From an optimization exercise on the open Yosys and OpenROAD flow, aimed at small area and a short achievable clock period; shortcuts taken in it are not production practice. Function was checked by simulation only, so behaviour that the tests miss may differ from the original. The flow treats the clock pin as an ideal source, which a real chip does not have. Power and IR drop assume default switching activity.

==> flow/design.v (outline; a module is shown in full before it is edited, if it fits) <==
// module add_fa: 6 lines
// module add_ha: 6 lines
// module add_xnor: 6 lines
// module add_or: 6 lines
// module mult_core_fast: 5361 lines
module mult_core_fast (
    input                iclk        ,
    input                irst        ,
    input        [71:0]  idata       ,
    input        [71:0]  idata_kernel,
    input                icalc_en    ,
    output logic [7:0]   odata       ,
    output logic         odata_valid
);
  // ...
==> flow/flow/run.sh <==
#!/bin/bash
set -euo pipefail
export BUFFER_PORTS_ARGS="-buffer_cell sky130_fd_sc_hd__buf_1"
bash standard.sh cts > orfs_to_cts.log 2>&1
R=orfs/results/sky130hd/mult_core_fast/base
export SKEW_IN=$R/4_1_cts.odb
export SKEW_OUT=$R/4_1_cts.odb
export SKEW_CLASSES="rp_* sky130_fd_sc_hd__clkdlybuf4s50_1 sky130_fd_sc_hd__clkdlybuf4s50_1 sky130_fd_sc_hd__clkbuf_1 ; rt3_* sky130_fd_sc_hd__clkdlybuf4s50_1 sky130_fd_sc_hd__clkdlybuf4s50_1 ; rs_* sky130_fd_sc_hd__clkdlybuf4s50_1"
openroad -no_splash -exit flow/skew.tcl > skew.log 2>&1
cp $R/4_1_cts.odb $R/4_cts.odb
HOLD_SLACK_MARGIN=0.1 SETUP_SLACK_MARGIN=5.5 bash standard.sh > orfs_finish.log 2>&1
==> flow/flow/skew.tcl <==
# Useful skew for internal register-to-register paths.
# Delays the clock of the registers named in SKEW_CLASSES by putting a chain of
# clock buffers between their leaf clock net and their clock pins, one chain per
# leaf net and class. Only registers whose inputs and outputs are other
# registers (no port paths) are listed.
# env: SKEW_IN, SKEW_OUT (odb files), SKEW_CLASSES: "pattern cell cell ... ; pattern cell ..."
# (the listed cells make the delay; a clkbuf sized for the sink count is added last)
read_db $::env(SKEW_IN)
set db [ord::get_db]
set block [ord::get_db_block]
set classes {}
foreach spec [split $::env(SKEW_CLASSES) ";"] {
  set spec [string trim $spec]
  if {$spec eq ""} continue
  lappend classes $spec
}
set n 0
set nets {}
foreach net [$block getNets] {
  if {[$net getSigType] eq "CLOCK"} { lappend nets $net }
}
foreach net $nets {
  foreach spec $classes {
    set pat [lindex $spec 0]
    set cells [lrange $spec 1 end]
    set sinks {}
    foreach it [$net getITerms] {
      if {[[$it getMTerm] getName] ne "CLK"} continue
      if {[string match $pat [[$it getInst] getName]]} { lappend sinks $it }
    }
    if {[llength $sinks] == 0} continue
    # centroid of the sinks
    set sx 0; set sy 0
    foreach it $sinks {
      set b [[$it getInst] getBBox]
      set sx [expr {$sx + [$b xMin]}]; set sy [expr {$sy + [$b yMin]}]
    }
    set cx [expr {int($sx / [llength $sinks])}]; set cy [expr {int($sy / [llength $sinks])}]
    set drv $net
    # the last buffer drives the sinks: size it by their number
    set k [llength $sinks]
    if {$k <= 8} { set last sky130_fd_sc_hd__clkbuf_4 } elseif {$k <= 18} { set last sky130_fd_sc_hd__clkbuf_8 } else { set last sky130_fd_sc_hd__clkbuf_16 }
    foreach cell [concat $cells $last] {
      set m [$db findMaster $cell]
      incr n
      set inst [odb::dbInst_create $block $m "skewbuf_$n"]
      set onet [odb::dbNet_create $block "skewnet_$n"]
      $onet setSigType CLOCK
      [$inst findITerm A] connect $drv
      [$inst findITerm X] connect $onet
      $inst setLocation $cx $cy
      $inst setPlacementStatus PLACED
      set drv $onet
    }
    foreach it $sinks {
      $it disconnect
      $it connect $drv
    }
    puts "skew: net [$net getName] class $pat: [llength $sinks] sinks behind [llength $cells] buffers"
  }
}
detailed_placement
check_placement -verbose
write_db $::env(SKEW_OUT)
==> flow/standard.sh <==
#!/bin/bash
# synth_recipe.tcl (not shown) runs the flow's synth.tcl, then flattens the netlist and writes it again
# the make line also repeats each setting of config.mk as NAME=value (left out here)
make -C /OpenROAD-flow-scripts/flow DESIGN_CONFIG=/design/flow/config.mk WORK_HOME=/design/flow/orfs CLKGATE_MAP_FILE= SYNTH_SCRIPT=/design/flow/synth_recipe.tcl "${@:-finish}"
==> flow/config.mk <==
export PLATFORM = sky130hd
export DESIGN_NAME = mult_core_fast
export DESIGN_NICKNAME = mult_core_fast
export VERILOG_FILES = /design/flow/design.v
export SDC_FILE = /design/flow/constraint.sdc
export NUM_CORES = 4
export LEC_CHECK = 0
export CAP_MARGIN = 20
export CORE_MARGIN = 2
export CORE_UTILIZATION = 65
export CTS_CLUSTER_DIAMETER = 100
export CTS_CLUSTER_SIZE = 30
export SLEW_MARGIN = 20
export SYNTH_HIERARCHICAL = 1
==> flow/constraint.sdc <==
create_clock -name core_clock -period 8.5 [get_ports {iclk}]
set_input_delay 1.7000 -clock core_clock [delete_from_list [all_inputs] [get_ports {iclk}]]
set_output_delay 1.7000 -clock core_clock [all_outputs]
set_load 0.01 [all_outputs]
==> impl_results.md, run 1 <==
- Critical path origin: rin_66
- Clk cell area share: about 2%
- Largest net degree at the start of global routing: 31
- Outcome: timing/DRC/antenna clean
- FF/Latch Area: approximately 7600 µm²
- H-tree depth: 1
- Comb. pwr: about 5200 µW
- Internal power: ~6100 µW
- Xor/xnor cell area share of the yosys netlist: about 6.5%
- Post-Synth Adder-Cell Area: between 30% and 40%
- Highest routed layer: met4
- CP arrival: 4710 ps
- Crit-path max cell delay: between 500 and 600 ps
- Number of vias per cell: approximately 5.4
- Syn_area_per_cell: approximately 11 µm²
- R2R depth: 13
- Post-synth top cells: nand2_1, fa_1, dfxtp_1
- IO Count: approximately 160
- Placed insts: approximately 2900
- Initial DRC Count: about 780
- PD cells: between 300 and 400 nW/µm²
- Worst VDD drop: about 0.23 mV
- Vias in the first global route: 17000
- Crit path buf inv count: 0
- Clock skew: around 1200 ps
- Diodes inserted: 0
==> inputs of run 2 (changes only) <==
--- a/flow/design.v
+++ b/flow/design.v
@@ -1,8 +1,27 @@
+module int16to8 (
+    input  [7:0] ih,
+    input  [7:0] il,
+    output       oc
+);
+    wire [7:0] g = ih & il;
+    wire [7:0] p = ih | il;
+    wire g10 = g[1] | (p[1] & (g[0] | p[0]));
+    wire g32 = g[3] | (p[3] & g[2]);
+    wire p32 = p[3] & p[2];
+    wire g54 = g[5] | (p[5] & g[4]);
+    wire p54 = p[5] & p[4];
+    wire g76 = g[7] | (p[7] & g[6]);
+    wire p76 = p[7] & p[6];
+    wire g30 = g32 | (p32 & g10);
+    wire g74 = g76 | (p76 & g54);
+    wire p74 = p76 & p54;
+    assign oc = g74 | (p74 & g30);
+endmodule
 module add_fa (
     input  a, b, c,
     output s, co
 );
     assign {co, s} = a + b + c;
 endmodule
 module add_ha (
     input  a, b,
@@ -2510,25 +2529,25 @@
     logic rpl_2477;
     logic rpl_2478;
     logic rpl_2479;
     logic rpl_2480;
     logic rpl_2481;
     logic rpl_2482;
     logic rpl_2483;
     logic rpl_2484;
-    logic rp_2485;
-    logic rp_2486;
-    logic rp_2487;
-    logic rp_2488;
-    logic rp_2489;
-    logic rp_2490;
-    logic rp_2491;
-    logic rp_2492;
-    logic rp_2493;
+    logic rpl_2485;
+    logic rpl_2486;
+    logic rpl_2487;
+    logic rpl_2488;
+    logic rpl_2489;
+    logic rpl_2490;
+    logic rpl_2491;
+    logic rpl_2492;
+    logic rpl_2493;
     logic rp_2494;
     logic rp_2495;
     logic rp_2496;
     logic rp_2497;
     logic rp_2498;
     logic rp_2499;
     logic rp_2500;
     logic rp_2501;
@@ -4777,152 +4796,89 @@
     assign sum2432 = s2355 ^ gg2408;
     assign sum2433 = s2358 ^ gg2417;
     assign sum2434 = s2361 ^ gg2418;
     assign sum2435 = s2364 ^ gg2419;
     assign sum2436 = s2367 ^ gg2420;
     assign sum2437 = s2370 ^ gg2421;
     assign sum2438 = s2373 ^ gg2422;
     assign sum2439 = 1'b0 ^ gg2423;
-    assign hv2584 = {rp_2495, rp_2494, rp_2493, rp_2492, rp_2491, rp_2490, rp_2489, rp_2488};
-    assign lv2585 = {rp_2487, rp_2486, rp_2485, rpl_2444, rpl_2443, rpl_2442, rpl_2441, rpl_2440};
-    assign t2586[0] = 1'b1;
-    assign t2586[1] = (hv2584[0] & lv2585[0]) | (t2586[0] & (hv2584[0] | lv2585[0]));
-    assign t2586[2] = (hv2584[1] & lv2585[1]) | (t2586[1] & (hv2584[1] | lv2585[1]));
-    assign t2586[3] = (hv2584[2] & lv2585[2]) | (t2586[2] & (hv2584[2] | lv2585[2]));
-    assign t2586[4] = (hv2584[3] & lv2585[3]) | (t2586[3] & (hv2584[3] | lv2585[3]));
-    assign t2586[5] = (hv2584[4] & lv2585[4]) | (t2586[4] & (hv2584[4] | lv2585[4]));
-    assign t2586[6] = (hv2584[5] & lv2585[5]) | (t2586[5] & (hv2584[5] | lv2585[5]));
-    assign t2586[7] = (hv2584[6] & lv2585[6]) | (t2586[6] & (hv2584[6] | lv2585[6]));
-    assign t2586[8] = (hv2584[7] & lv2585[7]) | (t2586[7] & (hv2584[7] | lv2585[7]));
-    assign hv2587 = {rp_2506, rp_2505, rp_2504, rp_2503, rp_2502, rp_2501, rp_2500, rp_2499};
-    assign lv2588 = {rp_2498, rp_2497, rp_2496, rpl_2449, rpl_2448, rpl_2447, rpl_2446, rpl_2445};
-    assign t2589[0] = 1'b1;
-    assign t2589[1] = (hv2587[0] & lv2588[0]) | (t2589[0] & (hv2587[0] | lv2588[0]));
-    assign t2589[2] = (hv2587[1] & lv2588[1]) | (t2589[1] & (hv2587[1] | lv2588[1]));
-    assign t2589[3] = (hv2587[2] & lv2588[2]) | (t2589[2] & (hv2587[2] | lv2588[2]));
-    assign t2589[4] = (hv2587[3] & lv2588[3]) | (t2589[3] & (hv2587[3] | lv2588[3]));
-    assign t2589[5] = (hv2587[4] & lv2588[4]) | (t2589[4] & (hv2587[4] | lv2588[4]));
-    assign t2589[6] = (hv2587[5] & lv2588[5]) | (t2589[5] & (hv2587[5] | lv2588[5]));
-    assign t2589[7] = (hv2587[6] & lv2588[6]) | (t2589[6] & (hv2587[6] | lv2588[6]));
-    assign t2589[8] = (hv2587[7] & lv2588[7]) | (t2589[7] & (hv2587[7] | lv2588[7]));
-    assign hv2590 = {rp_2517, rp_2516, rp_2515, rp_2514, rp_2513, rp_2512, rp_2511, rp_2510};
-    assign lv2591 = {rp_2509, rp_2508, rp_2507, rpl_2454, rpl_2453, rpl_2452, rpl_2451, rpl_2450};
-    assign t2592[0] = 1'b1;
-    assign t2592[1] = (hv2590[0] & lv2591[0]) | (t2592[0] & (hv2590[0] | lv2591[0]));
-    assign t2592[2] = (hv2590[1] & lv2591[1]) | (t2592[1] & (hv2590[1] | lv2591[1]));
-    assign t2592[3] = (hv2590[2] & lv2591[2]) | (t2592[2] & (hv2590[2] | lv2591[2]));
-    assign t2592[4] = (hv2590[3] & lv2591[3]) | (t2592[3] & (hv2590[3] | lv2591[3]));
-    assign t2592[5] = (hv2590[4] & lv2591[4]) | (t2592[4] & (hv2590[4] | lv2591[4]));
-    assign t2592[6] = (hv2590[5] & lv2591[5]) | (t2592[5] & (hv2590[5] | lv2591[5]));
-    assign t2592[7] = (hv2590[6] & lv2591[6]) | (t2592[6] & (hv2590[6] | lv2591[6]));
-    assign t2592[8] = (hv2590[7] & lv2591[7]) | (t2592[7] & (hv2590[7] | lv2591[7]));
-    assign hv2593 = {rp_2528, rp_2527, rp_2526, rp_2525, rp_2524, rp_2523, rp_2522, rp_2521};
-    assign lv2594 = {rp_2520, rp_2519, rp_2518, rpl_2459, rpl_2458, rpl_2457, rpl_2456, rpl_2455};
-    assign t2595[0] = 1'b1;
-    assign t2595[1] = (hv2593[0] & lv2594[0]) | (t2595[0] & (hv2593[0] | lv2594[0]));
-    assign t2595[2] = (hv2593[1] & lv2594[1]) | (t2595[1] & (hv2593[1] | lv2594[1]));
-    assign t2595[3] = (hv2593[2] & lv2594[2]) | (t2595[2] & (hv2593[2] | lv2594[2]));
-    assign t2595[4] = (hv2593[3] & lv2594[3]) | (t2595[3] & (hv2593[3] | lv2594[3]));
-    assign t2595[5] = (hv2593[4] & lv2594[4]) | (t2595[4] & (hv2593[4] | lv2594[4]));
-    assign t2595[6] = (hv2593[5] & lv2594[5]) | (t2595[5] & (hv2593[5] | lv2594[5]));
-    assign t2595[7] = (hv2593[6] & lv2594[6]) | (t2595[6] & (hv2593[6] | lv2594[6]));
-    assign t2595[8] = (hv2593[7] & lv2594[7]) | (t2595[7] & (hv2593[7] | lv2594[7]));
-    assign hv2596 = {rp_2539, rp_2538, rp_2537, rp_2536, rp_2535, rp_2534, rp_2533, rp_2532};
-    assign lv2597 = {rp_2531, rp_2530, rp_2529, rpl_2464, rpl_2463, rpl_2462, rpl_2461, rpl_2460};
-    assign t2598[0] = 1'b1;
-    assign t2598[1] = (hv2596[0] & lv2597[0]) | (t2598[0] & (hv2596[0] | lv2597[0]));
-    assign t2598[2] = (hv2596[1] & lv2597[1]) | (t2598[1] & (hv2596[1] | lv2597[1]));
-    assign t2598[3] = (hv2596[2] & lv2597[2]) | (t2598[2] & (hv2596[2] | lv2597[2]));
-    assign t2598[4] = (hv2596[3] & lv2597[3]) | (t2598[3] & (hv2596[3] | lv2597[3]));
-    assign t2598[5] = (hv2596[4] & lv2597[4]) | (t2598[4] & (hv2596[4] | lv2597[4]));
-    assign t2598[6] = (hv2596[5] & lv2597[5]) | (t2598[5] & (hv2596[5] | lv2597[5]));
-    assign t2598[7] = (hv2596[6] & lv2597[6]) | (t2598[6] & (hv2596[6] | lv2597[6]));
-    assign t2598[8] = (hv2596[7] & lv2597[7]) | (t2598[7] & (hv2596[7] | lv2597[7]));
-    assign hv2599 = {rp_2550, rp_2549, rp_2548, rp_2547, rp_2546, rp_2545, rp_2544, rp_2543};
-    assign lv2600 = {rp_2542, rp_2541, rp_2540, rpl_2469, rpl_2468, rpl_2467, rpl_2466, rpl_2465};
-    assign t2601[0] = 1'b1;
-    assign t2601[1] = (hv2599[0] & lv2600[0]) | (t2601[0] & (hv2599[0] | lv2600[0]));
-    assign t2601[2] = (hv2599[1] & lv2600[1]) | (t2601[1] & (hv2599[1] | lv2600[1]));
-    assign t2601[3] = (hv2599[2] & lv2600[2]) | (t2601[2] & (hv2599[2] | lv2600[2]));
-    assign t2601[4] = (hv2599[3] & lv2600[3]) | (t2601[3] & (hv2599[3] | lv2600[3]));
-    assign t2601[5] = (hv2599[4] & lv2600[4]) | (t2601[4] & (hv2599[4] | lv2600[4]));
-    assign t2601[6] = (hv2599[5] & lv2600[5]) | (t2601[5] & (hv2599[5] | lv2600[5]));
-    assign t2601[7] = (hv2599[6] & lv2600[6]) | (t2601[6] & (hv2599[6] | lv2600[6]));
-    assign t2601[8] = (hv2599[7] & lv2600[7]) | (t2601[7] & (hv2599[7] | lv2600[7]));
-    assign hv2602 = {rp_2561, rp_2560, rp_2559, rp_2558, rp_2557, rp_2556, rp_2555, rp_2554};
-    assign lv2603 = {rp_2553, rp_2552, rp_2551, rpl_2474, rpl_2473, rpl_2472, rpl_2471, rpl_2470};
-    assign t2604[0] = 1'b1;
-    assign t2604[1] = (hv2602[0] & lv2603[0]) | (t2604[0] & (hv2602[0] | lv2603[0]));
-    assign t2604[2] = (hv2602[1] & lv2603[1]) | (t2604[1] & (hv2602[1] | lv2603[1]));
-    assign t2604[3] = (hv2602[2] & lv2603[2]) | (t2604[2] & (hv2602[2] | lv2603[2]));
-    assign t2604[4] = (hv2602[3] & lv2603[3]) | (t2604[3] & (hv2602[3] | lv2603[3]));
-    assign t2604[5] = (hv2602[4] & lv2603[4]) | (t2604[4] & (hv2602[4] | lv2603[4]));
-    assign t2604[6] = (hv2602[5] & lv2603[5]) | (t2604[5] & (hv2602[5] | lv2603[5]));
-    assign t2604[7] = (hv2602[6] & lv2603[6]) | (t2604[6] & (hv2602[6] | lv2603[6]));
-    assign t2604[8] = (hv2602[7] & lv2603[7]) | (t2604[7] & (hv2602[7] | lv2603[7]));
-    assign hv2605 = {rp_2572, rp_2571, rp_2570, rp_2569, rp_2568, rp_2567, rp_2566, rp_2565};
-    assign lv2606 = {rp_2564, rp_2563, rp_2562, rpl_2479, rpl_2478, rpl_2477, rpl_2476, rpl_2475};
-    assign t2607[0] = 1'b1;
-    assign t2607[1] = (hv2605[0] & lv2606[0]) | (t2607[0] & (hv2605[0] | lv2606[0]));
-    assign t2607[2] = (hv2605[1] & lv2606[1]) | (t2607[1] & (hv2605[1] | lv2606[1]));
-    assign t2607[3] = (hv2605[2] & lv2606[2]) | (t2607[2] & (hv2605[2] | lv2606[2]));
-    assign t2607[4] = (hv2605[3] & lv2606[3]) | (t2607[3] & (hv2605[3] | lv2606[3]));
-    assign t2607[5] = (hv2605[4] & lv2606[4]) | (t2607[4] & (hv2605[4] | lv2606[4]));
-    assign t2607[6] = (hv2605[5] & lv2606[5]) | (t2607[5] & (hv2605[5] | lv2606[5]));
-    assign t2607[7] = (hv2605[6] & lv2606[6]) | (t2607[6] & (hv2605[6] | lv2606[6]));
-    assign t2607[8] = (hv2605[7] & lv2606[7]) | (t2607[7] & (hv2605[7] | lv2606[7]));
+    assign hv2584 = {rp_2503, rp_2502, rp_2501, rp_2500, rp_2499, rp_2498, rp_2497, rp_2496};
+    assign lv2585 = {rp_2495, rp_2494, rpl_2445, rpl_2444, rpl_2443, rpl_2442, rpl_2441, rpl_2440};
+    int16to8 u_cmp0 (.ih(hv2584), .il(lv2585), .oc(t2586[8]));
+    assign t2586[7:0] = 8'd0;
+    assign hv2587 = {rp_2513, rp_2512, rp_2511, rp_2510, rp_2509, rp_2508, rp_2507, rp_2506};
+    assign lv2588 = {rp_2505, rp_2504, rpl_2451, rpl_2450, rpl_2449, rpl_2448, rpl_2447, rpl_2446};
+    int16to8 u_cmp1 (.ih(hv2587), .il(lv2588), .oc(t2589[8]));
+    assign t2589[7:0] = 8'd0;
+    assign hv2590 = {rp_2523, rp_2522, rp_2521, rp_2520, rp_2519, rp_2518, rp_2517, rp_2516};
+    assign lv2591 = {rp_2515, rp_2514, rpl_2457, rpl_2456, rpl_2455, rpl_2454, rpl_2453, rpl_2452};
+    int16to8 u_cmp2 (.ih(hv2590), .il(lv2591), .oc(t2592[8]));
+    assign t2592[7:0] = 8'd0;
+    assign hv2593 = {rp_2533, rp_2532, rp_2531, rp_2530, rp_2529, rp_2528, rp_2527, rp_2526};
+    assign lv2594 = {rp_2525, rp_2524, rpl_2463, rpl_2462, rpl_2461, rpl_2460, rpl_2459, rpl_2458};
+    int16to8 u_cmp3 (.ih(hv2593), .il(lv2594), .oc(t2595[8]));
+    assign t2595[7:0] = 8'd0;
+    assign hv2596 = {rp_2543, rp_2542, rp_2541, rp_2540, rp_2539, rp_2538, rp_2537, rp_2536};
+    assign lv2597 = {rp_2535, rp_2534, rpl_2469, rpl_2468, rpl_2467, rpl_2466, rpl_2465, rpl_2464};
+    int16to8 u_cmp4 (.ih(hv2596), .il(lv2597), .oc(t2598[8]));
+    assign t2598[7:0] = 8'd0;
+    assign hv2599 = {rp_2553, rp_2552, rp_2551, rp_2550, rp_2549, rp_2548, rp_2547, rp_2546};
+    assign lv2600 = {rp_2545, rp_2544, rpl_2475, rpl_2474, rpl_2473, rpl_2472, rpl_2471, rpl_2470};
+    int16to8 u_cmp5 (.ih(hv2599), .il(lv2600), .oc(t2601[8]));
+    assign t2601[7:0] = 8'd0;
+    assign hv2602 = {rp_2563, rp_2562, rp_2561, rp_2560, rp_2559, rp_2558, rp_2557, rp_2556};
+    assign lv2603 = {rp_2555, rp_2554, rpl_2481, rpl_2480, rpl_2479, rpl_2478, rpl_2477, rpl_2476};
+    int16to8 u_cmp6 (.ih(hv2602), .il(lv2603), .oc(t2604[8]));
+    assign t2604[7:0] = 8'd0;
+    assign hv2605 = {rp_2573, rp_2572, rp_2571, rp_2570, rp_2569, rp_2568, rp_2567, rp_2566};
+    assign lv2606 = {rp_2565, rp_2564, rpl_2487, rpl_2486, rpl_2485, rpl_2484, rpl_2483, rpl_2482};
+    int16to8 u_cmp7 (.ih(hv2605), .il(lv2606), .oc(t2607[8]));
+    assign t2607[7:0] = 8'd0;
     assign hv2608 = {rp_2583, rp_2582, rp_2581, rp_2580, rp_2579, rp_2578, rp_2577, rp_2576};
-    assign lv2609 = {rp_2575, rp_2574, rp_2573, rpl_2484, rpl_2483, rpl_2482, rpl_2481, rpl_2480};
-    assign t2610[0] = 1'b1;
-    assign t2610[1] = (hv2608[0] & lv2609[0]) | (t2610[0] & (hv2608[0] | lv2609[0]));
-    assign t2610[2] = (hv2608[1] & lv2609[1]) | (t2610[1] & (hv2608[1] | lv2609[1]));
-    assign t2610[3] = (hv2608[2] & lv2609[2]) | (t2610[2] & (hv2608[2] | lv2609[2]));
-    assign t2610[4] = (hv2608[3] & lv2609[3]) | (t2610[3] & (hv2608[3] | lv2609[3]));
-    assign t2610[5] = (hv2608[4] & lv2609[4]) | (t2610[4] & (hv2608[4] | lv2609[4]));
-    assign t2610[6] = (hv2608[5] & lv2609[5]) | (t2610[5] & (hv2608[5] | lv2609[5]));
-    assign t2610[7] = (hv2608[6] & lv2609[6]) | (t2610[6] & (hv2608[6] | lv2609[6]));
-    assign t2610[8] = (hv2608[7] & lv2609[7]) | (t2610[7] & (hv2608[7] | lv2609[7]));
-    add_fa u_s2611 (.a(rp_2488), .b(rp_2499), .c(rp_2510), .s(s2611), .co(c2612));
-    add_fa u_s2613 (.a(rp_2521), .b(rp_2532), .c(rp_2543), .s(s2613), .co(c2614));
-    add_ha u_s2615 (.a(rp_2554), .b(rp_2565), .s(s2615), .co(c2616));
+    assign lv2609 = {rp_2575, rp_2574, rpl_2493, rpl_2492, rpl_2491, rpl_2490, rpl_2489, rpl_2488};
+    int16to8 u_cmp8 (.ih(hv2608), .il(lv2609), .oc(t2610[8]));
+    assign t2610[7:0] = 8'd0;
+    add_fa u_s2611 (.a(rp_2496), .b(rp_2506), .c(rp_2516), .s(s2611), .co(c2612));
+    add_fa u_s2613 (.a(rp_2526), .b(rp_2536), .c(rp_2546), .s(s2613), .co(c2614));
+    add_ha u_s2615 (.a(rp_2556), .b(rp_2566), .s(s2615), .co(c2616));
     add_fa u_s2617 (.a(rp_2576), .b(s2615), .c(s2611), .s(s2617), .co(c2618));
     add_fa u_s2619 (.a(s2613), .b(t2586[8]), .c(t2589[8]), .s(s2619), .co(c2620));
-    add_fa u_s2621 (.a(rp_2489), .b(rp_2500), .c(rp_2511), .s(s2621), .co(c2622));
-    add_fa u_s2623 (.a(rp_2522), .b(rp_2533), .c(rp_2544), .s(s2623), .co(c2624));
-    add_ha u_s2625 (.a(rp_2555), .b(rp_2566), .s(s2625), .co(c2626));
-    add_fa u_s2627 (.a(rp_2490), .b(rp_2501), .c(rp_2512), .s(s2627), .co(c2628));
-    add_ha u_s2629 (.a(rp_2523), .b(rp_2534), .s(s2629), .co(c2630));
-    add_fa u_s2631 (.a(rp_2491), .b(rp_2502), .c(rp_2513), .s(s2631), .co(c2632));
-    add_ha u_s2633 (.a(rp_2492), .b(rp_2503), .s(s2633), .co(c2634));
-    add_ha u_s2635 (.a(rp_2493), .b(rp_2504), .s(s2635), .co(c2636));
-    add_ha u_s2637 (.a(rp_2494), .b(rp_2505), .s(s2637), .co(c2638));
-    add_ha u_s2639 (.a(rp_2495), .b(rp_2506), .s(s2639), .co(c2640));
+    add_fa u_s2621 (.a(rp_2497), .b(rp_2507), .c(rp_2517), .s(s2621), .co(c2622));
+    add_fa u_s2623 (.a(rp_2527), .b(rp_2537), .c(rp_2547), .s(s2623), .co(c2624));
+    add_ha u_s2625 (.a(rp_2557), .b(rp_2567), .s(s2625), .co(c2626));
+    add_fa u_s2627 (.a(rp_2498), .b(rp_2508), .c(rp_2518), .s(s2627), .co(c2628));
+    add_ha u_s2629 (.a(rp_2528), .b(rp_2538), .s(s2629), .co(c2630));
+    add_fa u_s2631 (.a(rp_2499), .b(rp_2509), .c(rp_2519), .s(s2631), .co(c2632));
+    add_ha u_s2633 (.a(rp_2500), .b(rp_2510), .s(s2633), .co(c2634));
+    add_ha u_s2635 (.a(rp_2501), .b(rp_2511), .s(s2635), .co(c2636));
+    add_ha u_s2637 (.a(rp_2502), .b(rp_2512), .s(s2637), .co(c2638));
+    add_ha u_s2639 (.a(rp_2503), .b(rp_2513), .s(s2639), .co(c2640));
     add_fa u_s2641 (.a(t2592[8]), .b(t2595[8]), .c(t2598[8]), .s(s2641), .co(c2642));
     add_ha u_s2643 (.a(t2601[8]), .b(t2604[8]), .s(s2643), .co(c2644));
     add_fa u_s2645 (.a(rp_2577), .b(s2625), .c(c2616), .s(s2645), .co(c2646));
     add_fa u_s2647 (.a(c2612), .b(c2614), .c(s2621), .s(s2647), .co(c2648));
     add_ha u_s2649 (.a(s2623), .b(c2618), .s(s2649), .co(c2650));
-    add_fa u_s2651 (.a(rp_2545), .b(rp_2556), .c(rp_2567), .s(s2651), .co(c2652));
+    add_fa u_s2651 (.a(rp_2548), .b(rp_2558), .c(rp_2568), .s(s2651), .co(c2652));
     add_fa u_s2653 (.a(rp_2578), .b(c2626), .c(s2629), .s(s2653), .co(c2654));
     add_fa u_s2655 (.a(c2622), .b(c2624), .c(s2627), .s(s2655), .co(c2656));
-    add_fa u_s2657 (.a(rp_2524), .b(rp_2535), .c(rp_2546), .s(s2657), .co(c2658));
-    add_fa u_s2659 (.a(rp_2557), .b(rp_2568), .c(rp_2579), .s(s2659), .co(c2660));
+    add_fa u_s2657 (.a(rp_2529), .b(rp_2539), .c(rp_2549), .s(s2657), .co(c2658));
+    add_fa u_s2659 (.a(rp_2559), .b(rp_2569), .c(rp_2579), .s(s2659), .co(c2660));
     add_fa u_s2661 (.a(c2630), .b(c2628), .c(s2631), .s(s2661), .co(c2662));
-    add_fa u_s2663 (.a(rp_2514), .b(rp_2525), .c(rp_2536), .s(s2663), .co(c2664));
-    add_fa u_s2665 (.a(rp_2547), .b(rp_2558), .c(rp_2569), .s(s2665), .co(c2666));
+    add_fa u_s2663 (.a(rp_2520), .b(rp_2530), .c(rp_2540), .s(s2663), .co(c2664));
+    add_fa u_s2665 (.a(rp_2550), .b(rp_2560), .c(rp_2570), .s(s2665), .co(c2666));
     add_fa u_s2667 (.a(rp_2580), .b(s2633), .c(c2632), .s(s2667), .co(c2668));
-    add_fa u_s2669 (.a(rp_2515), .b(rp_2526), .c(rp_2537), .s(s2669), .co(c2670));
-    add_fa u_s2671 (.a(rp_2548), .b(rp_2559), .c(rp_2570), .s(s2671), .co(c2672));
+    add_fa u_s2669 (.a(rp_2521), .b(rp_2531), .c(rp_2541), .s(s2669), .co(c2670));
+    add_fa u_s2671 (.a(rp_2551), .b(rp_2561), .c(rp_2571), .s(s2671), .co(c2672));
     add_fa u_s2673 (.a(rp_2581), .b(c2634), .c(s2635), .s(s2673), .co(c2674));
-    add_fa u_s2675 (.a(rp_2516), .b(rp_2527), .c(rp_2538), .s(s2675), .co(c2676));
-    add_fa u_s2677 (.a(rp_2549), .b(rp_2560), .c(rp_2571), .s(s2677), .co(c2678));
+    add_fa u_s2675 (.a(rp_2522), .b(rp_2532), .c(rp_2542), .s(s2675), .co(c2676));
+    add_fa u_s2677 (.a(rp_2552), .b(rp_2562), .c(rp_2572), .s(s2677), .co(c2678));
     add_fa u_s2679 (.a(rp_2582), .b(c2636), .c(s2637), .s(s2679), .co(c2680));
-    add_fa u_s2681 (.a(rp_2517), .b(rp_2528), .c(rp_2539), .s(s2681), .co(c2682));
-    add_fa u_s2683 (.a(rp_2550), .b(rp_2561), .c(rp_2572), .s(s2683), .co(c2684));
+    add_fa u_s2681 (.a(rp_2523), .b(rp_2533), .c(rp_2543), .s(s2681), .co(c2682));
+    add_fa u_s2683 (.a(rp_2553), .b(rp_2563), .c(rp_2573), .s(s2683), .co(c2684));
     add_fa u_s2685 (.a(rp_2583), .b(c2638), .c(s2639), .s(s2685), .co(c2686));
     add_fa u_s2739 (.a(rt3_2687), .b(rt3_2688), .c(rt3_2689), .s(s2739), .co(c2740));
     add_fa u_s2741 (.a(rt3_2693), .b(rt3_2694), .c(rt3_2695), .s(s2741), .co(c2742));
     add_ha u_s2743 (.a(rt3_2696), .b(rt3_2697), .s(s2743), .co(c2744));
     add_fa u_s2745 (.a(rt3_2699), .b(rt3_2700), .c(rt3_2701), .s(s2745), .co(c2746));
     add_fa u_s2747 (.a(rt3_2702), .b(rt3_2703), .c(rt3_2704), .s(s2747), .co(c2748));
     add_fa u_s2749 (.a(rt3_2705), .b(rt3_2706), .c(rt3_2707), .s(s2749), .co(c2750));
     add_fa u_s2751 (.a(rt3_2708), .b(rt3_2709), .c(rt3_2710), .s(s2751), .co(c2752));
@@ -5149,145 +5105,145 @@
         rin_142 <= idata_kernel[69];
         rin_143 <= idata_kernel[70];
         rin_144 <= idata_kernel[71];
         rpl_2440 <= p1477;
         rpl_2441 <= sum1569;
         rpl_2442 <= sum1570;
         rpl_2443 <= sum1571;
         rpl_2444 <= sum1572;
-        rpl_2445 <= p1584;
-        rpl_2446 <= sum1676;
-        rpl_2447 <= sum1677;
-        rpl_2448 <= sum1678;
-        rpl_2449 <= sum1679;
-        rpl_2450 <= p1691;
-        rpl_2451 <= sum1783;
-        rpl_2452 <= sum1784;
-        rpl_2453 <= sum1785;
-        rpl_2454 <= sum1786;
-        rpl_2455 <= p1798;
-        rpl_2456 <= sum1890;
-        rpl_2457 <= sum1891;
-        rpl_2458 <= sum1892;
-        rpl_2459 <= sum1893;
-        rpl_2460 <= p1905;
-        rpl_2461 <= sum1997;
-        rpl_2462 <= sum1998;
-        rpl_2463 <= sum1999;
-        rpl_2464 <= sum2000;
-        rpl_2465 <= p2012;
-        rpl_2466 <= sum2104;
-        rpl_2467 <= sum2105;
-        rpl_2468 <= sum2106;
-        rpl_2469 <= sum2107;
-        rpl_2470 <= p2119;
-        rpl_2471 <= sum2211;
-        rpl_2472 <= sum2212;
-        rpl_2473 <= sum2213;
-        rpl_2474 <= sum2214;
-        rpl_2475 <= p2226;
-        rpl_2476 <= sum2318;
-        rpl_2477 <= sum2319;
-        rpl_2478 <= sum2320;
-        rpl_2479 <= sum2321;
-        rpl_2480 <= p2333;
-        rpl_2481 <= sum2425;
-        rpl_2482 <= sum2426;
-        rpl_2483 <= sum2427;
-        rpl_2484 <= sum2428;
-        rp_2485 <= sum1573;
-        rp_2486 <= sum1574;
-        rp_2487 <= sum1575;
-        rp_2488 <= sum1576;
-        rp_2489 <= sum1577;
-        rp_2490 <= sum1578;
-        rp_2491 <= sum1579;
-        rp_2492 <= sum1580;
-        rp_2493 <= sum1581;
-        rp_2494 <= sum1582;
-        rp_2495 <= sum1583;
-        rp_2496 <= sum1680;
-        rp_2497 <= sum1681;
-        rp_2498 <= sum1682;
-        rp_2499 <= sum1683;
-        rp_2500 <= sum1684;
-        rp_2501 <= sum1685;
-        rp_2502 <= sum1686;
-        rp_2503 <= sum1687;
-        rp_2504 <= sum1688;
-        rp_2505 <= sum1689;
-        rp_2506 <= sum1690;
-        rp_2507 <= sum1787;
-        rp_2508 <= sum1788;
-        rp_2509 <= sum1789;
-        rp_2510 <= sum1790;
-        rp_2511 <= sum1791;
-        rp_2512 <= sum1792;
-        rp_2513 <= sum1793;
-        rp_2514 <= sum1794;
-        rp_2515 <= sum1795;
-        rp_2516 <= sum1796;
-        rp_2517 <= sum1797;
-        rp_2518 <= sum1894;
-        rp_2519 <= sum1895;
-        rp_2520 <= sum1896;
-        rp_2521 <= sum1897;
-        rp_2522 <= sum1898;
-        rp_2523 <= sum1899;
-        rp_2524 <= sum1900;
-        rp_2525 <= sum1901;
-        rp_2526 <= sum1902;
-        rp_2527 <= sum1903;
-        rp_2528 <= sum1904;
-        rp_2529 <= sum2001;
-        rp_2530 <= sum2002;
-        rp_2531 <= sum2003;
-        rp_2532 <= sum2004;
-        rp_2533 <= sum2005;
-        rp_2534 <= sum2006;
-        rp_2535 <= sum2007;
-        rp_2536 <= sum2008;
-        rp_2537 <= sum2009;
-        rp_2538 <= sum2010;
-        rp_2539 <= sum2011;
-        rp_2540 <= sum2108;
-        rp_2541 <= sum2109;
-        rp_2542 <= sum2110;
-        rp_2543 <= sum2111;
-        rp_2544 <= sum2112;
-        rp_2545 <= sum2113;
-        rp_2546 <= sum2114;
-        rp_2547 <= sum2115;
-        rp_2548 <= sum2116;
-        rp_2549 <= sum2117;
-        rp_2550 <= sum2118;
-        rp_2551 <= sum2215;
-        rp_2552 <= sum2216;
-        rp_2553 <= sum2217;
-        rp_2554 <= sum2218;
-        rp_2555 <= sum2219;
-        rp_2556 <= sum2220;
-        rp_2557 <= sum2221;
-        rp_2558 <= sum2222;
-        rp_2559 <= sum2223;
-        rp_2560 <= sum2224;
-        rp_2561 <= sum2225;
-        rp_2562 <= sum2322;
-        rp_2563 <= sum2323;
-        rp_2564 <= sum2324;
-        rp_2565 <= sum2325;
-        rp_2566 <= sum2326;
-        rp_2567 <= sum2327;
-        rp_2568 <= sum2328;
-        rp_2569 <= sum2329;
-        rp_2570 <= sum2330;
-        rp_2571 <= sum2331;
-        rp_2572 <= sum2332;
-        rp_2573 <= sum2429;
+        rpl_2445 <= sum1573;
+        rpl_2446 <= p1584;
+        rpl_2447 <= sum1676;
+        rpl_2448 <= sum1677;
+        rpl_2449 <= sum1678;
+        rpl_2450 <= sum1679;
+        rpl_2451 <= sum1680;
+        rpl_2452 <= p1691;
+        rpl_2453 <= sum1783;
+        rpl_2454 <= sum1784;
+        rpl_2455 <= sum1785;
+        rpl_2456 <= sum1786;
+        rpl_2457 <= sum1787;
+        rpl_2458 <= p1798;
+        rpl_2459 <= sum1890;
+        rpl_2460 <= sum1891;
+        rpl_2461 <= sum1892;
+        rpl_2462 <= sum1893;
+        rpl_2463 <= sum1894;
+        rpl_2464 <= p1905;
+        rpl_2465 <= sum1997;
+        rpl_2466 <= sum1998;
+        rpl_2467 <= sum1999;
+        rpl_2468 <= sum2000;
+        rpl_2469 <= sum2001;
+        rpl_2470 <= p2012;
+        rpl_2471 <= sum2104;
+        rpl_2472 <= sum2105;
+        rpl_2473 <= sum2106;
+        rpl_2474 <= sum2107;
+        rpl_2475 <= sum2108;
+        rpl_2476 <= p2119;
+        rpl_2477 <= sum2211;
+        rpl_2478 <= sum2212;
+        rpl_2479 <= sum2213;
+        rpl_2480 <= sum2214;
+        rpl_2481 <= sum2215;
+        rpl_2482 <= p2226;
+        rpl_2483 <= sum2318;
+        rpl_2484 <= sum2319;
+        rpl_2485 <= sum2320;
+        rpl_2486 <= sum2321;
+        rpl_2487 <= sum2322;
+        rpl_2488 <= p2333;
+        rpl_2489 <= sum2425;
+        rpl_2490 <= sum2426;
+        rpl_2491 <= sum2427;
+        rpl_2492 <= sum2428;
+        rpl_2493 <= sum2429;
+        rp_2494 <= sum1574;
+        rp_2495 <= sum1575;
+        rp_2496 <= sum1576;
+        rp_2497 <= sum1577;
+        rp_2498 <= sum1578;
+        rp_2499 <= sum1579;
+        rp_2500 <= sum1580;
+        rp_2501 <= sum1581;
+        rp_2502 <= sum1582;
+        rp_2503 <= sum1583;
+        rp_2504 <= sum1681;
+        rp_2505 <= sum1682;
+        rp_2506 <= sum1683;
+        rp_2507 <= sum1684;
+        rp_2508 <= sum1685;
+        rp_2509 <= sum1686;
+        rp_2510 <= sum1687;
+        rp_2511 <= sum1688;
+        rp_2512 <= sum1689;
+        rp_2513 <= sum1690;
+        rp_2514 <= sum1788;
+        rp_2515 <= sum1789;
+        rp_2516 <= sum1790;
+        rp_2517 <= sum1791;
+        rp_2518 <= sum1792;
+        rp_2519 <= sum1793;
+        rp_2520 <= sum1794;
+        rp_2521 <= sum1795;
+        rp_2522 <= sum1796;
+        rp_2523 <= sum1797;
+        rp_2524 <= sum1895;
+        rp_2525 <= sum1896;
+        rp_2526 <= sum1897;
+        rp_2527 <= sum1898;
+        rp_2528 <= sum1899;
+        rp_2529 <= sum1900;
+        rp_2530 <= sum1901;
+        rp_2531 <= sum1902;
+        rp_2532 <= sum1903;
+        rp_2533 <= sum1904;
+        rp_2534 <= sum2002;
+        rp_2535 <= sum2003;
+        rp_2536 <= sum2004;
+        rp_2537 <= sum2005;
+        rp_2538 <= sum2006;
+        rp_2539 <= sum2007;
+        rp_2540 <= sum2008;
+        rp_2541 <= sum2009;
+        rp_2542 <= sum2010;
+        rp_2543 <= sum2011;
+        rp_2544 <= sum2109;
+        rp_2545 <= sum2110;
+        rp_2546 <= sum2111;
+        rp_2547 <= sum2112;
+        rp_2548 <= sum2113;
+        rp_2549 <= sum2114;
+        rp_2550 <= sum2115;
+        rp_2551 <= sum2116;
+        rp_2552 <= sum2117;
+        rp_2553 <= sum2118;
+        rp_2554 <= sum2216;
+        rp_2555 <= sum2217;
+        rp_2556 <= sum2218;
+        rp_2557 <= sum2219;
+        rp_2558 <= sum2220;
+        rp_2559 <= sum2221;
+        rp_2560 <= sum2222;
+        rp_2561 <= sum2223;
+        rp_2562 <= sum2224;
+        rp_2563 <= sum2225;
+        rp_2564 <= sum2323;
+        rp_2565 <= sum2324;
+        rp_2566 <= sum2325;
+        rp_2567 <= sum2326;
+        rp_2568 <= sum2327;
+        rp_2569 <= sum2328;
+        rp_2570 <= sum2329;
+        rp_2571 <= sum2330;
+        rp_2572 <= sum2331;
+        rp_2573 <= sum2332;
         rp_2574 <= sum2430;
         rp_2575 <= sum2431;
         rp_2576 <= sum2432;
         rp_2577 <= sum2433;
         rp_2578 <= sum2434;
         rp_2579 <= sum2435;
         rp_2580 <= sum2436;
         rp_2581 <= sum2437;
==> flow/flow/run.sh (replaced) <==
#!/bin/bash
set -euo pipefail
export BUFFER_PORTS_ARGS="-buffer_cell sky130_fd_sc_hd__buf_1"
bash standard.sh cts > orfs_to_cts.log 2>&1
R=orfs/results/sky130hd/mult_core_fast/base
export SKEW_IN=$R/4_1_cts.odb
export SKEW_OUT=$R/4_1_cts.odb
export SKEW_CLASSES="rp_* sky130_fd_sc_hd__clkdlybuf4s50_1 sky130_fd_sc_hd__clkdlybuf4s50_1 sky130_fd_sc_hd__clkbuf_1 ; rt3_* sky130_fd_sc_hd__clkdlybuf4s50_1 ; rs_* sky130_fd_sc_hd__clkbuf_1"
openroad -no_splash -exit flow/skew.tcl > skew.log 2>&1
cp $R/4_1_cts.odb $R/4_cts.odb
HOLD_SLACK_MARGIN=0.1 SETUP_SLACK_MARGIN=5.65 bash standard.sh > orfs_finish.log 2>&1
==> impl_results.md, run 2 <==
- Post-synth top cells: nand2_1, fa_1, dfxtp_1
- Vias in the first global route: 18800 (+10%)
- Diodes inserted: 0 (unchanged)
- Layout cells sized above 1: under 10%
- Post-synth top area share: between 20 and 30%
- Clk pwr share: between 15 and 20%
- Leading cell type in the layout, fill and taps excluded: nand2_1
- IO Count: 156 (unchanged)
- Core region area: 39500 µm²
- Nets: approximately 3400
- Post-route cell area: 28800 µm²
- PD cells: 341 nW/µm² (+1.1%)
- Slew margin rel.: just over 70%
- Area of the mapped netlist: 25900 µm²
- Final min period: ~2800 ps
- Worst VDD drop: 0.196 mV (-14%)
- Count leader, synth: nand2_1
- Combinational power share: between 50% and 60%
- Congestion Overflow GR: 0
- Crit-path max cell delay: 390 ps (-130 ps)
- Post-synth EDFFs: 0
- Most frequent cells in the layout: nand2_1, fa_1, dfxtp_1
- Detailed-route wire length per cell: ~17 µm
- H-tree depth: 1 (unchanged)
- Max FFs per register: 5
- Main area contributors after synthesis: fa_1, dfxtp_1, nand2_1, ha_1, xnor2_1
- Clock skew: 1260 ps (+10.3 ps)
- Min-Delay Path Class: flip-flop to flip-flop
- Clock transition at the registers of the reported paths: 100 ps
- Cell depth of the worst setup path: 1
- Slowest library cell on the worst path: dfxtp_1
- Syn Inst Count: 2542
- Initial Util: approximately two thirds
- Sw power: 4050 µW
- DRT Pass-1 Iters: 5
- Root Driver: clkbuf_16
- Reg with most FFs: valid_pipe
- Gr usage total: a little over a quarter
- Final Max Slew Viols: 0
- CTS tree: yes
- Setup violators final: 0
- Largest net degree at the start of global routing: 31 (unchanged)
- Internal power: 5780 µW (-4.7%)
- CTS buffer count: 17
- Die X: 204 µm
- Critical Path, Cell by Cell: buf_1
- Async SR Flop Fraction: 0%
- Final worst path period share: roughly a third
- Area growth, synth to finish: 11.2%
- Yosys reg bits: about 370
- Row cnt: 73
- Sequential area share after synthesis: just under 30%
- Worst-Margin Slew: 413 ps
- Leak: 0.0107 µW
- Outcome: timing/DRC/antenna clean
- Global-route wire length before repair: between 80 and 90 mm
- Area leader, netlist: fa_1
- WS Path Type: flip-flop to output port
- Number of vias per cell: 5.65 (+4.5%)
- CTS max path bufs: 3
- Filler cells: 2901
- RSZ-0062 raised after global routing: true
- Primary FF master, synth: dfxtp_1
- Crit path buf inv count: 1 (+1)
- Placed Area: between 20000 and 30000 µm²
- Max FO, Critical Path: 1
- Critical Path Start Type: flip-flop
- CP arrival: 1090 ps (-3620 ps)
- Hpwl dp: approximately 42 mm
- Fin util: roughly 73%
- Initial antenna violation count: 0
- Switching Share: about two fifths
- Number of distinct library cells after synthesis: 50
- Max Fclk: roughly 360 MHz
- R2R depth: 11 (-2)
- Reg power frac: roughly 30%
- Total wire length: 54.5 mm
- Die Ht: 204 µm
- YS warnings: 7
- Final Hold Viols: 0
- Routed via count: 18500
- Hold Path Depth: 7
- Initial DRC Count: 1107 (+43%)
- Top cell family by delay on the critical path: flip-flops
- Die area: around 41000 µm²
- Setup_tns: 0 ps
- Detail Route Antenna Nets: 0
- Skew-Pair Late Insertion Delay: ~1800 ps
- Post-route DRC: 0
- CP endpoint kind: output port
- Max-Cap Viols: 0
- IO buf count: 155
- Placer Congestion: about 0.9
- Syn_area_per_cell: 10.2 µm² (-3.9%)
- Reg2reg setup slack: approximately 5700 ps
- Clk sinks: approximately 370
- WP data required: around 6800 ps
- Syn_nets: 3215
## run 2: timing repair
action,4_1_cts,5_1_grt
setup buffers,0,0
hold buffers,0,107
gates resized for setup,0,82
hold endpoints to repair,0,49
setup endpoints to repair,0,28
## run 2: final timing paths
kind,from,to
worst max-delay path,ro_2893,odata[3]
worst min-delay path,rin_32,rp_2513
worst max register to register,rin_82,rp_2552
worst min register to register,rin_32,rp_2513
## run 2: metrics by stage
stage	setup WS (ps)	std cells	total power (µW)	hold WS, ps
floorplan	4740	2542	6820	414
finish	5710	3273	9830	36.0
CTS	4370	3096	9090	461
detailed placement	4410	3073	8100	435
global route	5600	3273	10800	90.6
global placement	4520	3073	7920	435
## run 2: layout make-up
class | instances | area [µm²] | share of cell area (%)
Multi-Input combinational cell | 2016 | 17800 | 61.9
Tap cell | 525 | 657 | 2.28
Timing Repair Buffer | 262 | 1650 | 5.74
Clock inverter | 5 | 60.1 | 0.209
Clock buffer | 18 | 429 | 1.49
Inverter | 3 | 11.3 | 0.0391
Sequential cell | 374 | 7590 | 26.4
Buffer | 70 | 581 | 2.02
## run 2: worst reg2reg max path, cell delays in order, from the launching register on
cell	delay [ps]
dfxtp_2	420
nand2_1	100
fa_1	500
fa_1	420
fa_1	520
fa_1	410
ha_1	370
nor3b_1	180
o211ai_1	290
mux2i_2	150
a311o_1	370
nor3_1	160
## run 2: Yosys stat by module (local to each module, per instance)
module          flip-flops and latches  area (µm²)
add_fa                               0        20.0
add_ha                               0        12.5
add_or                               0        6.26
add_xnor                             0        8.76
int16to8                             0        96.3
mult_core_fast                     374       14700
## run 2: cells by family after synthesis
family | after synthesis | synth area share, %
muxes | 30 | 1.20
AOI/OAI and AO/OA | 269 | 7.15
xor gates and xnor gates | 163 | 5.52
adders and majority gates | 535 | 36.7
and+or+nand+nor | 1019 | 18.1
DFF | 374 | 28.9
buffers and inverters | 152 | 2.35
## run 2: power groups by stage
stage	Combinational, µW	Sequential [µW]	Clock (µW)
5_1_grt	6120	3030	1620
6_report	5350	2970	1510
3_5_place_dp	5100	3000	0
3_3_place_gp	4940	2990	0
4_1_cts	5150	2960	979
2_1_floorplan	4090	2730	0
## run 2: routing by layer
metal,vias to the layer above,track usage (%),part of all wire (%)
li1,8797,-,-
met1,9127,35.6,43
met2,488,45.8,50
met3,88,2.68,4.1
met4,0,7.56,2.2
met5,-,0,0
==> inputs of run 3 (changes only) <==
--- a/flow/config.mk
+++ b/flow/config.mk
@@ -8,5 +8,5 @@
 export CAP_MARGIN = 20
 export CORE_MARGIN = 2
-export CORE_UTILIZATION = 65
+export CORE_UTILIZATION = 70
 export CTS_CLUSTER_DIAMETER = 100
 export CTS_CLUSTER_SIZE = 30
==> impl_results.md, run 3 <==
- Placement Setup Slack: 4490 ps (+80.2 ps)
- Mux cell area share after synthesis: 1.20% (unchanged)
- Final worst path period share: 32.4% (-0.39 points)
- Yosys reg bits: 374 (unchanged)
- Area growth, synth to finish: 11.1%
- Diodes inserted: 0 (unchanged)
- RSZ-0062 raised after global routing: false
- Max FFs per register: 5 (unchanged)
- Setup violators final: 0 (unchanged)
- Total wire length: 55.6 mm (+2.1%)
- Syn Inst Count: 2542 (unchanged)
- Max FO, Critical Path: 1 (unchanged)
- Post-synthesis simple-gate area fraction: 18.1% (unchanged)
- Placed insts: 3016 (-1.9%)
- Syn_area_per_cell: 10.2 µm² (unchanged)
- Largest family of logic cells by synthesized area: adder cells
- Leading cell type in the layout, fill and taps excluded: nand2_1
- Number of distinct library cells after synthesis: 50 (unchanged)
- Fin util: 78.7% (+5.9 points)
- Crit path buf inv count: 1 (unchanged)
- Top cell family by delay on the critical path: flip-flops
- Combinational power share: 54.8% (+0.4 points)
- Post-route DRC: 0 (unchanged)
- FF/Latch Area: 7570 µm² (-0.20%)
- Hpwl dp: 41.8 mm (-0.52%)
- WS Path Type: flip-flop to output port
- Initial antenna violation count: 0 (unchanged)
- Die Ht: 196 µm (-3.6%)
- Sw power: 4180 µW (+3.2%)
- Initial Util: 70.8% (+5.4 points)
- Async SR Flop Fraction: 0% (unchanged)
- Most frequent cells in the layout: nand2_1, fa_1, dfxtp_1
- Post-CTS Setup Bufs: 0 (unchanged)
- CP endpoint kind: output port
- Crit-path max cell delay: 380 ps (about the same)
- Post-Synth Adder-Cell Area: 36.7% (unchanged)
- Initial DRC Count: 887 (-20%)
- Die X: 196 µm (-3.6%)
- IO Count: 156 (unchanged)
- Slowest library cell on the worst path: dfxtp_1
- Setup_tns: 0 ps (unchanged)
- CTS tree: yes
- Critical Path, Cell by Cell: buf_1
- Post-synth top cells: nand2_1, fa_1, dfxtp_1
- Die area: 38500 µm² (-7.0%)
- Area leader, netlist: fa_1
- DRT Pass-1 Iters: 5 (unchanged)
- Switching Share: 41.6% (+0.35 points)
- Largest net degree at the start of global routing: 31 (unchanged)
- Number of vias per cell: 5.80 (+2.7%)
- Max Fclk: 363 MHz (+1.2%)
- Reg power frac: 29.6% (-0.6 points)
- Main area contributors after synthesis: fa_1, dfxtp_1, nand2_1, ha_1, xnor2_1
- Final Max Slew Viols: 0 (unchanged)
- Congestion Overflow GR: 0 (unchanged)
- WP data required: 6800 ps (about the same)
- Clk sinks: 374 (unchanged)
- Nets: 3412 (-0.15%)
- PD cells: 350 nW/µm² (+2.5%)
- Internal power: 5880 µW (+1.7%)
- Global-route wire length before repair: 89.3 mm (+0.52%)
- Xor/xnor cell area share of the yosys netlist: 5.52% (unchanged)
- Worst-Margin Slew: 444 ps (+30.8 ps)
- CTS max path bufs: 3 (unchanged)
- Post-synth top area share: 29.0% (unchanged)
- Filler cells: 2427 (-16%)
- YS warnings: 7 (unchanged)
- Core region area: 36500 µm² (-7.7%)
- Multi-input logic area: 17800 µm² (+0.13%)
- IO buf count: 155 (unchanged)
- H-tree depth: 1 (unchanged)
- Routed via count: 18700 (+0.83%)
- Primary FF master, synth: dfxtp_1
- Layout cells sized above 1: 6.08% (about the same)
- Vias in the first global route: 19000 (+1.1%)
- Leak: 0.0108 µW (+0.14%)
- Non-filler cells, final: 3214 (-1.8%)
- Min-Delay Path Class: flip-flop to flip-flop
- Post-synth EDFFs: 0 (unchanged)
- Synth Area in Compound Gates: 7.15% (unchanged)
- Count leader, synth: nand2_1
- Detail Route Antenna Nets: 0 (unchanged)
- Reg with most FFs: valid_pipe
- CTS buffer count: 17 (unchanged)
- Clock skew: 1310 ps (+56.4 ps)
- CP arrival: 1060 ps (-30 ps)
- Critical Path Start Type: flip-flop
- Sequential area share after synthesis: 28.9% (unchanged)
- Skew-Pair Late Insertion Delay: 1820 ps (+50 ps)
- Syn_nets: 3215 (unchanged)
- Slew margin rel.: 70.4% (-2.1 points)
- Max-Cap Viols: 0 (unchanged)
- Area of the mapped netlist: 25900 µm² (unchanged)
- Root Driver: clkbuf_16
- Final Hold Viols: 0 (unchanged)
- Worst VDD drop: 0.218 mV (+11%)
- Row cnt: 70 (-4.1%)
- Worst Setup Slack, final: 5740 ps (+32.8 ps)
- Final min period: 2760 ps (-32.8 ps)
- Gr usage total: 28.6% (+2.1 points)
- Detailed-route wire length per cell: 17.3 µm (+3.9%)
- Placer Congestion: 0.917 (+2.2%)
- Clock transition at the registers of the reported paths: 100 ps (about the same)
- Clk pwr share: 15.6% (+0.2 points)
- Outcome: timing/DRC/antenna clean
[run 3: kinds of logic (layout without fill, tap and decap cells)]
group,Yosys count,count (layout)
xor gates and xnor gates,163,163
DFF,374,374
and+or+nand+nor,1019,1019
AOI/OAI and AO/OA,269,269
adders and majority gates,535,535
muxes,30,30
buffers and inverters,152,356
[run 3: power groups by stage]
stage | Combinational (µW) | Clock, µW | Sequential (µW)
after floorplan | 4090 | 0 | 2730
after global placement | 4890 | 0 | 2990
after detailed placement | 5150 | 0 | 3000
after CTS | 5200 | 990 | 2960
after global routing | 6200 | 1670 | 3040
final | 5510 | 1570 | 2980
[run 3: layer usage]
layer	wire length, µm	global-route usage [%]
met3	2650	3.03
met1	23100	37.2
met4	1280	7.94
met2	28600	50.9
met5	0	0
[run 3: worst paths after layout]
| path | from | to | slack (ps) | cells after the start |
|---|---|---|---|---|
| max reg2reg | rin_123 | rpl_2487 | 5770 | 7 |
| min reg2reg | rin_95 | rp_2551 | 40 | 5 |
| max | ro_2890 | odata[0] | 5740 | 1 |
| min | rin_95 | rp_2551 | 40 | 5 |
[run 3: area by class of cell]
class / count / share of cell area, %
timing repair buffer: 259 / 5.65
sequential: 374 / 26.3
inverter: 3 / 0.0392
buffer: 68 / 2.09
tap: 468 / 2.04
clock buffer: 17 / 1.48
clock inverter: 9 / 0.344
multi-input combinational: 2016 / 62.0
[run 3: modules after synthesis, one instance, submodules excluded]
module / cell area (µm²) / times used
add_xnor: 8.76 / 63
add_fa: 20.0 / 375
int16to8: 96.3 / 9
mult_core_fast: 14700 / 1
add_or: 6.26 / 63
add_ha: 12.5 / 149
[run 3: worst min-delay path, cell delays in order, from the launching register on]
cell     delay, ps
dfxtp_2        370
nand2_1        100
fa_1           210
fa_1           170
ha_1           260
xnor2_1        110
[run 3: through the flow]
stage                     instance area, µm²  hold slack, ps  power, µW
after floorplan                        25900             414       6820
after global placement                 26400             422       7870
after detailed placement               26400             429       8150
after CTS                              27000             455       9160
after global routing                   28700             103      10900
final                                  28700            36.0      10100
[run 3: what timing repair did]
item / CTS / global route
gates resized for setup: 0 / 77
endpoints found under the hold margin: 0 / 48
hold buffers: 0 / 104
setup endpoints to repair: 0 / 32
==> inputs of run 4 (changes only) <==
--- a/flow/config.mk
+++ b/flow/config.mk
@@ -8,5 +8,5 @@
 export CAP_MARGIN = 20
 export CORE_MARGIN = 2
-export CORE_UTILIZATION = 70
+export CORE_UTILIZATION = 75
 export CTS_CLUSTER_DIAMETER = 100
 export CTS_CLUSTER_SIZE = 30
==> impl_results.md, run 4 <==
- Worst-Margin Slew: 470 ps (+26.2 ps)
- IO Count: 156 (unchanged)
- Primary FF master, synth: dfxtp_1
- Clk sinks: 374 (unchanged)
- Leak: 0.0108 µW (+0.42%)
- Final worst path period share: 33.3% (+0.87 points)
- Placer Congestion: 0.887 (-3.3%)
- RSZ-0062 raised after global routing: true
- Vias in the first global route: 19700 (+3.8%)
- Async SR Flop Fraction: 0% (unchanged)
- Total wire length: 58.7 mm (+5.6%)
- IO buf count: 155 (unchanged)
- Final Max Slew Viols: 0 (unchanged)
- Nets: 3420 (+0.23%)
- Post-route DRC: 0 (unchanged)
- Congestion Overflow GR: 0 (unchanged)
- Main area contributors after synthesis: fa_1, dfxtp_1, nand2_1, ha_1, xnor2_1
- Skew-Pair Late Insertion Delay: 1820 ps (about the same)
- Max FO, Critical Path: 8 (+7)
- Most frequent cells in the layout: nand2_1, fa_1, dfxtp_1
- Yosys reg bits: 374 (unchanged)
- Hold Path Depth: 5 (unchanged)
- Die X: 190 µm (-3.3%)
- Routed via count: 19200 (+3.1%)
- Initial DRC Count: 1246 (+40%)
- Syn_area_per_cell: 10.2 µm² (unchanged)
- Worst VDD drop: 0.266 mV (+22%)
- PD cells: 354 nW/µm² (+1.3%)
- Outcome: timing/DRC/antenna clean
- Worst hold slack: 4.78 ps (-31.3 ps)
- WS Path Type: flip-flop to flip-flop
- Area leader, netlist: fa_1
- Area of the mapped netlist: 25900 µm² (unchanged)
- Max Fclk: 353 MHz (-2.6%)
- Root Driver: clkbuf_16
- Layout cells sized above 1: 6.24% (+0.16 points)
- YS warnings: 7 (unchanged)
- Worst Setup Slack, final: 5670 ps (-73.9 ps)
- Final min period: 2830 ps (+73.9 ps)
- Worst Hold End: rp_2524
- Worst hold start: rin_52
- Die Ht: 190 µm (-3.3%)
- WP data required: 10210 ps (+3410 ps)
- CTS tree: yes
- Detailed-route wire length per cell: 18.3 µm (+5.7%)
- Area growth, synth to finish: 11.4%
- RR Endpoint: rp_2542
- CTS buffer count: 17 (unchanged)
- CP endpoint kind: flip-flop
- Clock transition at the registers of the reported paths: 100 ps (about the same)
- Setup_tns: 0 ps (unchanged)
- Max-Cap Viols: 0 (unchanged)
- Leading cell type in the layout, fill and taps excluded: nand2_1
- Setup violators final: 0 (unchanged)
- Core region area: 34300 µm² (-6.1%)
- Initial antenna violation count: 1 (+1)
- Post-synth top cells: nand2_1, fa_1, dfxtp_1
- Initial Util: 75.4% (+4.6 points)
- Max FFs per register: 5 (unchanged)
- Min-Delay Path Class: flip-flop to flip-flop
- CP arrival: 4540 ps (+3480 ps)
- Reg with most FFs: valid_pipe
- Critical Path Start Type: flip-flop
- Global-route wire length before repair: 92.2 mm (+3.3%)
- Number of vias per cell: 5.99 (+3.3%)
- Count leader, synth: nand2_1
- Slew margin rel.: 68.7% (-1.7 points)
- Sequential area share after synthesis: 28.9% (unchanged)
- Syn Inst Count: 2542 (unchanged)
- Post-synth top area share: 29.0% (unchanged)
- Die area: 36000 µm² (-6.5%)
- Hpwl dp: 42.1 mm (+0.63%)
- Clock skew: 1290 ps (-18.5 ps)
- CTS max path bufs: 3 (unchanged)
- Placement Setup Slack: 4470 ps (-15.6 ps)
- Number of distinct library cells after synthesis: 50 (unchanged)
- H-tree depth: 1 (unchanged)
- Post-synth EDFFs: 0 (unchanged)
- Detail Route Antenna Nets: 0 (unchanged)
- Row cnt: 68 (-2.9%)
- R2R depth: 11 (+4)
- RR Startpoint: rin_65
- Gr usage total: 31.9% (+3.3 points)
- Final Hold Viols: 0 (unchanged)
- Syn_nets: 3215 (unchanged)
- Diodes inserted: 0 (unchanged)
- Reg2reg setup slack: 5670 ps (-100 ps)
- Largest net degree at the start of global routing: 30 (-3.2%)
- DRT Pass-1 Iters: 5 (unchanged)
-- run 4: cell counts after synthesis --
Identical to the previous run, type by type.
-- run 4: where the power goes --
part	internal, µW	switching [µW]	total, µW
combinational	2600	3000	5600
sequential	2430	556	2980
clock	892	731	1620
total	5920	4290	10200
-- run 4: cell families (layout without fill, tap and decap cells) --
family / after synthesis / in the layout / share of synthesized area [%]
and+or+nand+nor: 1019 / 1019 / 18.1
muxes: 30 / 30 / 1.20
buffers and inverters: 152 / 365 / 2.35
AOI/OAI and AO/OA: 269 / 269 / 7.15
DFF: 374 / 374 / 28.9
xor gates and xnor gates: 163 / 163 / 5.52
adders and majority gates: 535 / 535 / 36.7
-- run 4: through the flow --
step | utilization, % | area [µm²] | cells | total power (µW)
after CTS | 78.7 | 27000 | 3030 | 9240
after global placement | 77.1 | 26400 | 3003 | 7840
after global routing | 84.0 | 28800 | 3210 | 11000
after floorplan | - | 25900 | 2542 | 6820
after detailed placement | 77.1 | 26400 | 3003 | 8150
final | 84.0 | 28800 | 3210 | 10200
-- run 4: area by class of cell --
class                           instances  area, µm²
Multi-Input combinational cell       2016      17800
Inverter                                3       11.3
Clock buffer                           17        425
Sequential cell                       374       7570
Buffer                                 72        617
Fill cell                            1965       5480
Clock inverter                         10        120
Timing Repair Buffer                  263       1660
Tap cell                              455        569
-- run 4: how the worst max path moves through the flow --
stage	startpoint	endpoint	slack [ps]
finish	rin_65	rp_2542	5670
global route	rin_78	rp_2542	5530
detailed placement	rin_34	rp_2523	4470
CTS	rin_34	rp_2523	4430
floorplan	rin_34	rp_2522	4740
global placement	rin_130	rp_2582	4550
-- run 4: layer usage --
metal / vias up / wire, µm / track usage (%)
li1: 8822 / - / -
met1: 9515 / 23000 / 39.7
met2: 719 / 30300 / 56.8
met3: 179 / 3130 / 4.56
met4: 2 / 2240 / 12.1
met5: - / 13 / 0
-- run 4: critical path, stage by stage (launching register included) --
cell      delay [ps]
dfxtp_1          480
nand2_1          140
fa_1             460
fa_1             420
fa_1             520
fa_1             420
ha_1             390
nor3b_2          210
o211ai_1         280
mux2i_1          180
a311o_1          380
nor3_1           130
-- run 4: what timing repair did --
action | in CTS | in global routing
setup buffers | 0 | 2
resized for setup | 0 | 77
endpoints found under the hold margin | 0 | 47
hold buffers | 0 | 106
setup endpoints to repair | 0 | 31
-- run 4: modules after synthesis, one instance, submodules excluded --
module | cells | flip-flops and latches | cell area [µm²] | copies in the design
add_xnor | 1 | 0 | 8.76 | 63
int16to8 | 17 | 0 | 96.3 | 9
mult_core_fast | 1739 | 374 | 14700 | 1
add_ha | 1 | 0 | 12.5 | 149
add_or | 1 | 0 | 6.26 | 63
add_fa | 1 | 0 | 20.0 | 375
==> inputs of run 5 (changes only) <==
--- a/flow/config.mk
+++ b/flow/config.mk
@@ -8,5 +8,5 @@
 export CAP_MARGIN = 20
 export CORE_MARGIN = 2
-export CORE_UTILIZATION = 75
+export CORE_UTILIZATION = 80
 export CTS_CLUSTER_DIAMETER = 100
 export CTS_CLUSTER_SIZE = 30
==> impl_results.md, run 5 <==
- CP arrival: 3860 ps (-680 ps)
- Internal power: 5990 µW (+1.2%)
- Post-Synth Adder-Cell Area: 36.7% (unchanged)
- Congestion Overflow GR: 0 (unchanged)
- Slew margin rel.: 60.5% (-8.2 points)
- Setup_tns: 0 ps (unchanged)
- Max FFs per register: 5 (unchanged)
- Row cnt: 65 (-4.4%)
- Hpwl dp: 43.0 mm (+2.2%)
- Critical Path Start Type: flip-flop
- Final Hold Viols: 2 (+2)
- Worst hold slack: -62.9 ps (-67.6 ps)
- Xor/xnor cell area share of the yosys netlist: 5.52% (unchanged)
- Root Driver: clkbuf_16
- DRT Pass-1 Iters: 6 (+1)
- Post-synthesis simple-gate area fraction: 18.1% (unchanged)
- IO Count: 156 (unchanged)
- CTS buffer count: 17 (unchanged)
- CTS tree: yes
- Min-Delay Path Class: flip-flop to flip-flop
- Syn Inst Count: 2542 (unchanged)
- Max Fclk: 288 MHz (-18%)
- Failed Checks: negative hold slack
- Sw power: 4670 µW (+8.8%)
- CTS max path bufs: 3 (unchanged)
- Clock transition at the registers of the reported paths: 100 ps (about the same)
- WP data required: 8890 ps (-1320 ps)
- Placer Congestion: 0.884 (-0.33%)
- Leading cell type in the layout, fill and taps excluded: nand2_1
- Die Ht: 184 µm (-3.1%)
- Reg power frac: 28.4% (-0.8 points)
- Total wire length: 68.8 mm (+17%)
- H-tree depth: 1 (unchanged)
- Clk sinks: 374 (unchanged)
- Post-synth EDFFs: 0 (unchanged)
- Nets: 3433 (+0.38%)
- Initial DRC Count: 1913 (+54%)
- Outcome: finished with violations
- Area leader, netlist: fa_1
- Largest family of logic cells by synthesized area: adder cells
- Post-synth top cells: nand2_1, fa_1, dfxtp_1
- Syn_nets: 3215 (unchanged)
- Post-synth top area share: 29.0% (unchanged)
- Worst VDD drop: 0.307 mV (+15%)
- Initial Util: 81.6% (+6.1 points)
- Global-route wire length before repair: 95.4 mm (+3.4%)
- Area growth, synth to finish: 11.6%
- Primary FF master, synth: dfxtp_1
- Yosys reg bits: 374 (unchanged)
==> run 5: power groups by stage <==
stage                     clock, µW  sequential (µW)  combinational (µW)
final                          1580             3020                6060
after global placement            0             2970                4860
after detailed placement          0             2990                5190
after floorplan                   0             2730                4090
after CTS                       994             2960                5280
after global routing           1650             3060                6580
==> run 5: worst paths after layout <==
kind	start	endpoint	slack, ps	cells past startpoint
worst min register to register	rin_52	rp_2524	-60	5
worst max register to register	rin_91	rpl_2475	5030	8
worst max-delay path	rin_91	rpl_2475	5030	8
worst min-delay path	rin_52	rp_2524	-60	5
==> run 5: metrics by stage <==
step           setup slack [ps]  utilization [%]  total power [µW]  area [µm²]  std cells
3_5_place_dp               4490             83.1              8180       26400       2950
4_1_cts                    4350             84.8              9230       26900       2973
3_3_place_gp               4610             83.1              7820       26400       2950
2_1_floorplan              4740                -              6820       25900       2542
6_report                   5030             91.0             10700       28900       3166
5_1_grt                    5000             91.0             11300       28900       3166
==> run 5: repair_timing <==
action                     in CTS  in global routing
buffers inserted                0                  1
hold endpoints to repair        0                 55
gates resized for setup         0                 79
hold buffers                    0                124
setup endpoints to repair       0                 38
==> run 5: worst max-delay path, stage by stage (launching register included) <==
cell and delay [ps]:
dfxtp_1 540, nand2_1 180, xnor2_1 540, fa_1 550, ha_1 390, o21ai_0 160
o211ai_1 460, o21ai_0 300, xor2_1 210
==> run 5: cells by family (layout without fill, tap and decap cells) <==
kind of cell	Yosys count	count (layout)
simple gates	1019	1019
fa+ha+maj	535	535
flops	374	374
compound gates	269	269
xor+xnor	163	163
buf+inv	152	374
mux	30	30
==> run 5: layer usage <==
layer / global-route usage [%] / vias to the layer above / routed length (µm)
li1: - / 8843 / -
met1: 43.6 / 10100 / 24400
met2: 62.7 / 1354 / 34800
met3: 4.75 / 382 / 5390
met4: 15.0 / 0 / 4230
met5: 0 / - / 0
==> run 5: area by class of cell <==
type / count / area, µm² / area share, %
buffer: 68 / 588 / 2.04
clock buffer: 18 / 439 / 1.52
clock inverter: 5 / 85.1 / 0.295
inverter: 3 / 11.3 / 0.0390
multi-input combinational: 2016 / 17800 / 61.8
sequential: 374 / 7570 / 26.2
tap: 402 / 503 / 1.74
timing repair buffer: 280 / 1830 / 6.34
==> run 5: Yosys stat by module (local to each module, per instance) <==
module / copies in the design / flip-flops and latches / cell area [µm²] / cells inside
add_fa: 375 / 0 / 20.0 / 1
add_ha: 149 / 0 / 12.5 / 1
add_or: 63 / 0 / 6.26 / 1
add_xnor: 63 / 0 / 8.76 / 1
int16to8: 9 / 0 / 96.3 / 17
mult_core_fast: 1 / 374 / 14700 / 1739

Setup slack of run 5, layout unchanged: 5.033 ns with ideal ports, 5.033 ns with driving cells assumed (clock clkbuf_16, inputs buf_2), 5.033 ns with port delays also shifted by the 1.232 ns mid clock arrival. Its clock arrivals span 0.539 to 1.924 ns, so the last figure is rough.
